What follows belongs to an exercise in optimizing a design on an open flow for small area and a short achievable clock period; a production flow would make more cautious choices. Where RTL was checked, it was by simulation tests only, not by an equivalence proof against the original. No activity file was given, so power comes from the tool's default toggle rates.

## reflex_core
module reflex_core (
    input wire clk,
    input wire rst_n,
    input wire signed [15:0] z_pos,
    input wire signed [15:0] z_vel,
    input wire signed [15:0] kp_gain,
    input wire signed [15:0] kd_gain,
    input wire signed [15:0] vel_threshold,
    output wire signed [15:0] u_out,
    output reg guardian_active
);
export LEC_CHECK = 0
export CAP_MARGIN = 20
export CORE_MARGIN = 2
export CORE_UTILIZATION = 40
export PLACE_DENSITY = 0.75
export SETUP_SLACK_MARGIN = 3.5
export SLEW_MARGIN = 20
export SYNTH_HIERARCHICAL = 1
create_clock -name core_clock -period 8.0 [get_ports {clk}]
standard.sh (not shown) runs the stock make flow with config.mk's settings and CLKGATE_MAP_FILE= SYNTH_SCRIPT=/design/flow/synth_recipe.tcl, a recipe that flattens the netlist after the stock synthesis.
==> flow/flow/run.sh <==
#!/bin/bash
set -o pipefail
export BUFFER_PORTS_ARGS="-buffer_cell sky130_fd_sc_hd__buf_1"
bash standard.sh > standard.log 2>&1
status=$?
tail -n 40 standard.log
exit $status
Rerun with:
- PLACE_DENSITY: 0.75 -> default
- SETUP_SLACK_MARGIN: 3.5 -> 3.7
- The changed run went through all stages and came out clean
- flip-flop and latch count is unchanged
- area after synthesis is unchanged
- routed wire length decreases by about 1.7%
- sequential power is about the same
Rerun with:
- SETUP_SLACK_MARGIN: 3.7 -> 3.5
Maximum frequency went down by 0.63%.
Clock power goes down by 4.0%.
Die area does not change.
Count of clock-buffer cells in the layout goes up by 1.
Area after synthesis does not change.
Non-clock buffer count decreases by 17.
Cell count went down by 0.77%.
First-iteration DRC count went up by 16%.
Cell area goes down by 2.6%.
Critical path depth came out lower by 1.

Setup of v43:
reflex_core, a different RTL version from the one above (not shown whole).
Size: roughly 150 flip-flops, about 99 I/O pins.
clock: 8.0 ns
lec_check: 0
cap_margin: 20
core_margin: 2
core_utilization: 40
setup_slack_margin: 3.5
slew_margin: 20
synth_hierarchical: 1
Scripts as last shown in full above: flow/flow/run.sh
[inputs] v46 vs v43
- CTS_CLUSTER_SIZE now 50, previously not set
- CTS_CLUSTER_DIAMETER now 100, previously not set
==> flow/run.sh (new file) <==
#!/bin/bash
# synth_recipe.tcl (not shown) runs the flow's synth.tcl, then flattens the netlist and writes it again
# the make line also repeats each setting of config.mk as NAME=value (left out here)
make -C /OpenROAD-flow-scripts/flow DESIGN_CONFIG=/design/flow/config.mk WORK_HOME=/design/flow/orfs CLKGATE_MAP_FILE= SYNTH_SCRIPT=/design/flow/synth_recipe.tcl finish
removed: flow/flow/run.sh
removed: flow/standard.sh
## What came out
In v46, met3 routed wirelength is lower than in v43. Reported for v46 and v43, flip-flop and latch count turned out identical to the last digit. Post-detailed-route via-to-cell ratio in v46 is about 1.2% lower than in v43. Route | v46 vs v43 | wire shorter in v46. | area growth from synthesis to final layout | v46 vs v43 | 3.6 points higher |. Post-synthesis average cell area came out exactly the same in v46 and v43. Cell area | v46 vs v43 | v46 larger.
Inputs modified between v46 and v4:
- a deleted CTS_CLUSTER_SIZE that had been 50
- a deleted CTS_CLUSTER_DIAMETER that had been 100
Taking v46 as the reference, in v4 maximum number of pins on one net before global-route repair essentially unchanged, sequential fraction of design power now sits at about the same level, worst-case setup margin in the final layout roughly the same, area after synthesis about even.
> inputs changed (v4 -> v3)
- CORE_UTILIZATION: 40 -> 60
Diff v4 -> v3: area used by sequential logic in the layout increased by about 0.37% relative to the old numbers, count of instances resized after the clock tree is built decreased by 6 relative to the old numbers, number of cells on the worst reg-to-reg path closely matched the old numbers.
Clock slew at the register clock pins of the worst setup and hold paths: v4 vs v3 — no meaningful difference
v3 went all the way through synthesis, placement and routing and the layout is clean on timing, DRC and antenna.
Detailed route, v3 vs v4: via total higher for v3
Taking v4 as the reference, in v3 die area down 0.013 mm^2, reg2reg setup slack moved down.

reflex_core, a different RTL version from the one above (not shown whole).
Size: ~1,500 cells after synthesis, ~99 I/O pins, about 15,000 sq um of cells after synthesis.
Settings: LEC_CHECK=0, CAP_MARGIN=20, CORE_MARGIN=2, CORE_UTILIZATION=40, CTS_BUF_LIST=sky130_fd_sc_hd__clkbuf_8, SETUP_SLACK_MARGIN=3.5, SLEW_MARGIN=20, SYNTH_HIERARCHICAL=1; clock period 8.0 ns.
==> flow/flow/run.sh <==
#!/bin/bash
set -o pipefail
export BUFFER_PORTS_ARGS="-buffer_cell sky130_fd_sc_hd__buf_1"
bash standard.sh > standard.log 2>&1
status=$?
tail -n 40 standard.log
exit $status
The baseline finished with timing, DRC and antenna clean.
Edit:
CTS_BUF_LIST = unset   (was sky130_fd_sc_hd__clkbuf_8)
After rerunning: Total power grows slightly; global-route usage shrinks by 0.13 points; hold slack degrades by 0.0064 ns; cell count is about the same; wire length hardly moves; worst setup slack improves by 0.074 ns; core utilization grows by 0.32 points; critical path depth shrinks by 2; via count shrinks slightly; design area grows slightly; register-to-register slack is about the same.

JK:
reflex_core, a different RTL version from the one above (not shown whole).
For scale: ~1600 cells after synthesis, roughly 99 I/O pins.
==> flow/design.v (excerpt) <==
module reflex_core (
    input wire clk,
    input wire rst_n,
    input wire signed [15:0] z_pos,
    input wire signed [15:0] z_vel,
    input wire signed [15:0] kp_gain,
    input wire signed [15:0] kd_gain,
    input wire signed [15:0] vel_threshold,
    output wire signed [15:0] u_out,
    output reg guardian_active
);
    wire [16:0] g_dif = {vel_threshold[15], vel_threshold} - {z_vel[15], z_vel};
    wire [16:0] g_sum = {z_vel[15], z_vel} + {vel_threshold[15], vel_threshold};
    wire g = g_dif[16] | (g_sum[16] & ~(vel_threshold == 16'h8000));
    wire [7:0] bp_one_d, bp_two_d, bp_ngn_d;
    wire [7:0] bd_one_d, bd_two_d, bd_ngn_d;
    assign bp_one_d[0] = ~(kp_gain[0] ^ 1'b0);
    assign bp_two_d[0] = ~((kp_gain[1] & ~kp_gain[0] & ~1'b0) | (~kp_gain[1] & kp_gain[0] & 1'b0));
    assign bp_ngn_d[0] = ~kp_gain[1] & (kp_gain[0] | 1'b0);
    assign bp_one_d[1] = ~(kp_gain[2] ^ kp_gain[1]);
  ...
Settings: LEC_CHECK=0, CAP_MARGIN=20, CORE_MARGIN=2, CORE_UTILIZATION=40, SETUP_SLACK_MARGIN=3.0, SLEW_MARGIN=20, SYNTH_HIERARCHICAL=1; clock period 8.0 ns.
run.sh (not shown) runs the stock make flow with config.mk's settings and CLKGATE_MAP_FILE= SYNTH_SCRIPT=/design/flow/synth_recipe.tcl, a recipe that flattens the netlist after the stock synthesis.
Stock flow here: none of the scripts above is used.
Here is what was changed in the inputs of MS compared with JK.
- a change of SETUP_SLACK_MARGIN from 3.0 to 3.8
### Flow results
- MS vs JK, power went up by 230 µW.
- Compared to JK, MS has via count of the first global-routing pass about 0.4% higher.
- In the tables for MS and JK, filler cell count in the final layout reads higher with JK.
- Number of nets in the finished design, MS and JK: larger value in MS
- For total wire length, JK and MS come out practically identical.
- Lower final worst-path cycle share among MS and JK: MS
- The sequential cell area reported for MS is greater than that of JK by 58 µm².
No run of this note included a check of the RTL's function; only the layout flow was run.

Another version of the RTL of reflex_core (not shown whole).
Size in the first run: about 0.016 sq mm of cells after synthesis.
Settings: LEC_CHECK=0, CAP_MARGIN=20, CORE_MARGIN=2, CORE_UTILIZATION=40, SETUP_SLACK_MARGIN=4.5, SLEW_MARGIN=20, SYNTH_HIERARCHICAL=1; clock period 8.0 ns.
The baseline finished clean.
Then changed:
- SETUP_SLACK_MARGIN: 4.5 -> 3.8
Area after synthesis does not change. Utilization came out lower by 6.4 points. Clock power came out lower by 5.4%. Routed wire length came out lower by 8.8%. Cell area came out lower by 11%. Fmax came out higher by 2.2%.
Then changed:
- SETUP_SLACK_MARGIN: 3.8 -> 3.3
What happened: The changed run passed the timing, DRC and antenna checks; clock-buffer cell count came out higher by 1; wire length went down by a few percent; critical path depth is unchanged; clock skew stays flat; register-to-register slack degrades by 0.33 ns; non-clock buffer count falls by 53; total power fell by a few percent; sequential share of layout area rises by 0.37 points; via count fell by a few percent; die area is unchanged; cell area came out lower by a few percent.

== job 101 ==
reflex_core, a different RTL version from the one above (not shown whole).
Size: about 1500 cells after synthesis, ~140 flip-flops, roughly 99 I/O pins, about 0.015 mm^2 of cells after synthesis.
==> flow/config.mk <==
export PLATFORM = sky130hd
export DESIGN_NAME = reflex_core
export DESIGN_NICKNAME = reflex_core
export VERILOG_FILES = /design/flow/design.v
export SDC_FILE = /design/flow/constraint.sdc
export NUM_CORES = 4
export LEC_CHECK = 0
export CAP_MARGIN = 20
export CORE_MARGIN = 2
export CORE_UTILIZATION = 40
export SETUP_SLACK_MARGIN = 3.5
export SLEW_MARGIN = 20
export SYNTH_HIERARCHICAL = 1
==> flow/constraint.sdc <==
create_clock -name core_clock -period 8.0 [get_ports {clk}]
set_input_delay 1.6000 -clock core_clock [delete_from_list [all_inputs] [get_ports {clk}]]
set_output_delay 1.6000 -clock core_clock [all_outputs]
set_load 0.01 [all_outputs]
standard.sh (not shown) runs the stock make flow with config.mk's settings and CLKGATE_MAP_FILE= SYNTH_SCRIPT=/design/flow/synth_recipe.tcl, a recipe that flattens the netlist after the stock synthesis.
Scripts as last shown in full above: flow/flow/run.sh
diff inputs: job 101 => job 102
Settings: SETUP_SLACK_MARGIN changed from 3.5 to 3.7.
## What came out
- Per the comparison of job 102 with job 101, synthesized net count roughly the same, design area higher, worst setup slack lower.
Function was not checked in any run of this note: the RTL went through the layout flow alone.

## separate check: timing with driven ports
No port has a modelled driver above. Below, the same layouts with a new extraction and two added sets of constraints. Step 1: set_driving_cell puts a clkbuf_16 on clk and a buf_2 on each other input, an assumption about the parent block. Step 2 adds t to the input delays and takes it off the output delays; t is the mean of the earliest and latest rising clock arrival at the registers after step 1. Input paths then give back, and output paths get back, about the clock's delay inside the block. Slacks: no drivers / after step 1 / after step 2; pairs: no drivers / after step 1.
| run | t, ns | slack for setup (ns) | hold WS [ns] | worst setup path after step 2 | slew at the worst register clock pin (ns) |
|---|---|---|---|---|---|
| the first run of note 1 | 0.490 | 3.567 / 3.562 / 3.567 | 0.348 / 0.349 / 0.349 | register to register | 0.07 / 0.07 |
| the second run of note 1 | 0.494 | 3.661 / 3.612 / 3.685 | 0.352 / 0.352 / 0.352 | input to register | 0.08 / 0.08 |
| the third run of note 1 | 0.481 | 3.633 / 3.590 / 3.633 | 0.354 / 0.354 / 0.354 | register to register | 0.07 / 0.07 |
| v43 | 0.484 | 3.384 / 3.333 / 3.565 | 0.357 / 0.357 / 0.357 | input to register | 0.08 / 0.08 |
| v46 | 0.487 | 3.406 / 3.356 / 3.543 | 0.351 / 0.351 / 0.351 | input to register | 0.07 / 0.07 |
| v4 | 0.487 | 3.406 / 3.356 / 3.543 | 0.351 / 0.351 / 0.351 | input to register | 0.07 / 0.07 |
| v3 | 0.487 | 3.331 / 3.281 / 3.465 | 0.348 / 0.348 / 0.348 | input to register | 0.08 / 0.08 |
| the first run of note 3 | 0.528 | 3.523 / 3.477 / 3.612 | 0.357 / 0.357 / 0.357 | register to register | 0.10 / 0.10 |
| the second run of note 3 | 0.482 | 3.597 / 3.549 / 3.614 | 0.350 / 0.350 / 0.350 | register to register | 0.07 / 0.07 |
| JK | 0.485 | 2.951 / 2.907 / 3.090 | 0.351 / 0.351 / 0.351 | input to register | 0.07 / 0.07 |
| MS | 0.490 | 3.063 / 3.015 / 3.489 | 0.354 / 0.354 / 0.354 | input to register | 0.07 / 0.07 |
| the first run of note 5 | 0.492 | 3.183 / 3.133 / 3.625 | 0.349 / 0.349 / 0.349 | register to output | 0.08 / 0.08 |
| the second run of note 5 | 0.481 | 3.287 / 3.236 / 3.490 | 0.350 / 0.350 / 0.350 | input to register | 0.07 / 0.07 |
| the third run of note 5 | 0.483 | 3.226 / 3.176 / 3.215 | 0.350 / 0.350 / 0.350 | input to register | 0.07 / 0.07 |
| job 101 | 0.486 | 3.395 / 3.346 / 3.578 | 0.353 / 0.353 / 0.353 | register to register | 0.07 / 0.07 |
| job 102 | 0.482 | 3.389 / 3.342 / 3.663 | 0.364 / 0.364 / 0.364 | input to register | 0.08 / 0.08 |
After both steps every run listed still meets setup and hold. The setup slack of the third run of note 5, which loses most, moves by -0.050 ns with the drivers and by -0.011 ns with both steps.
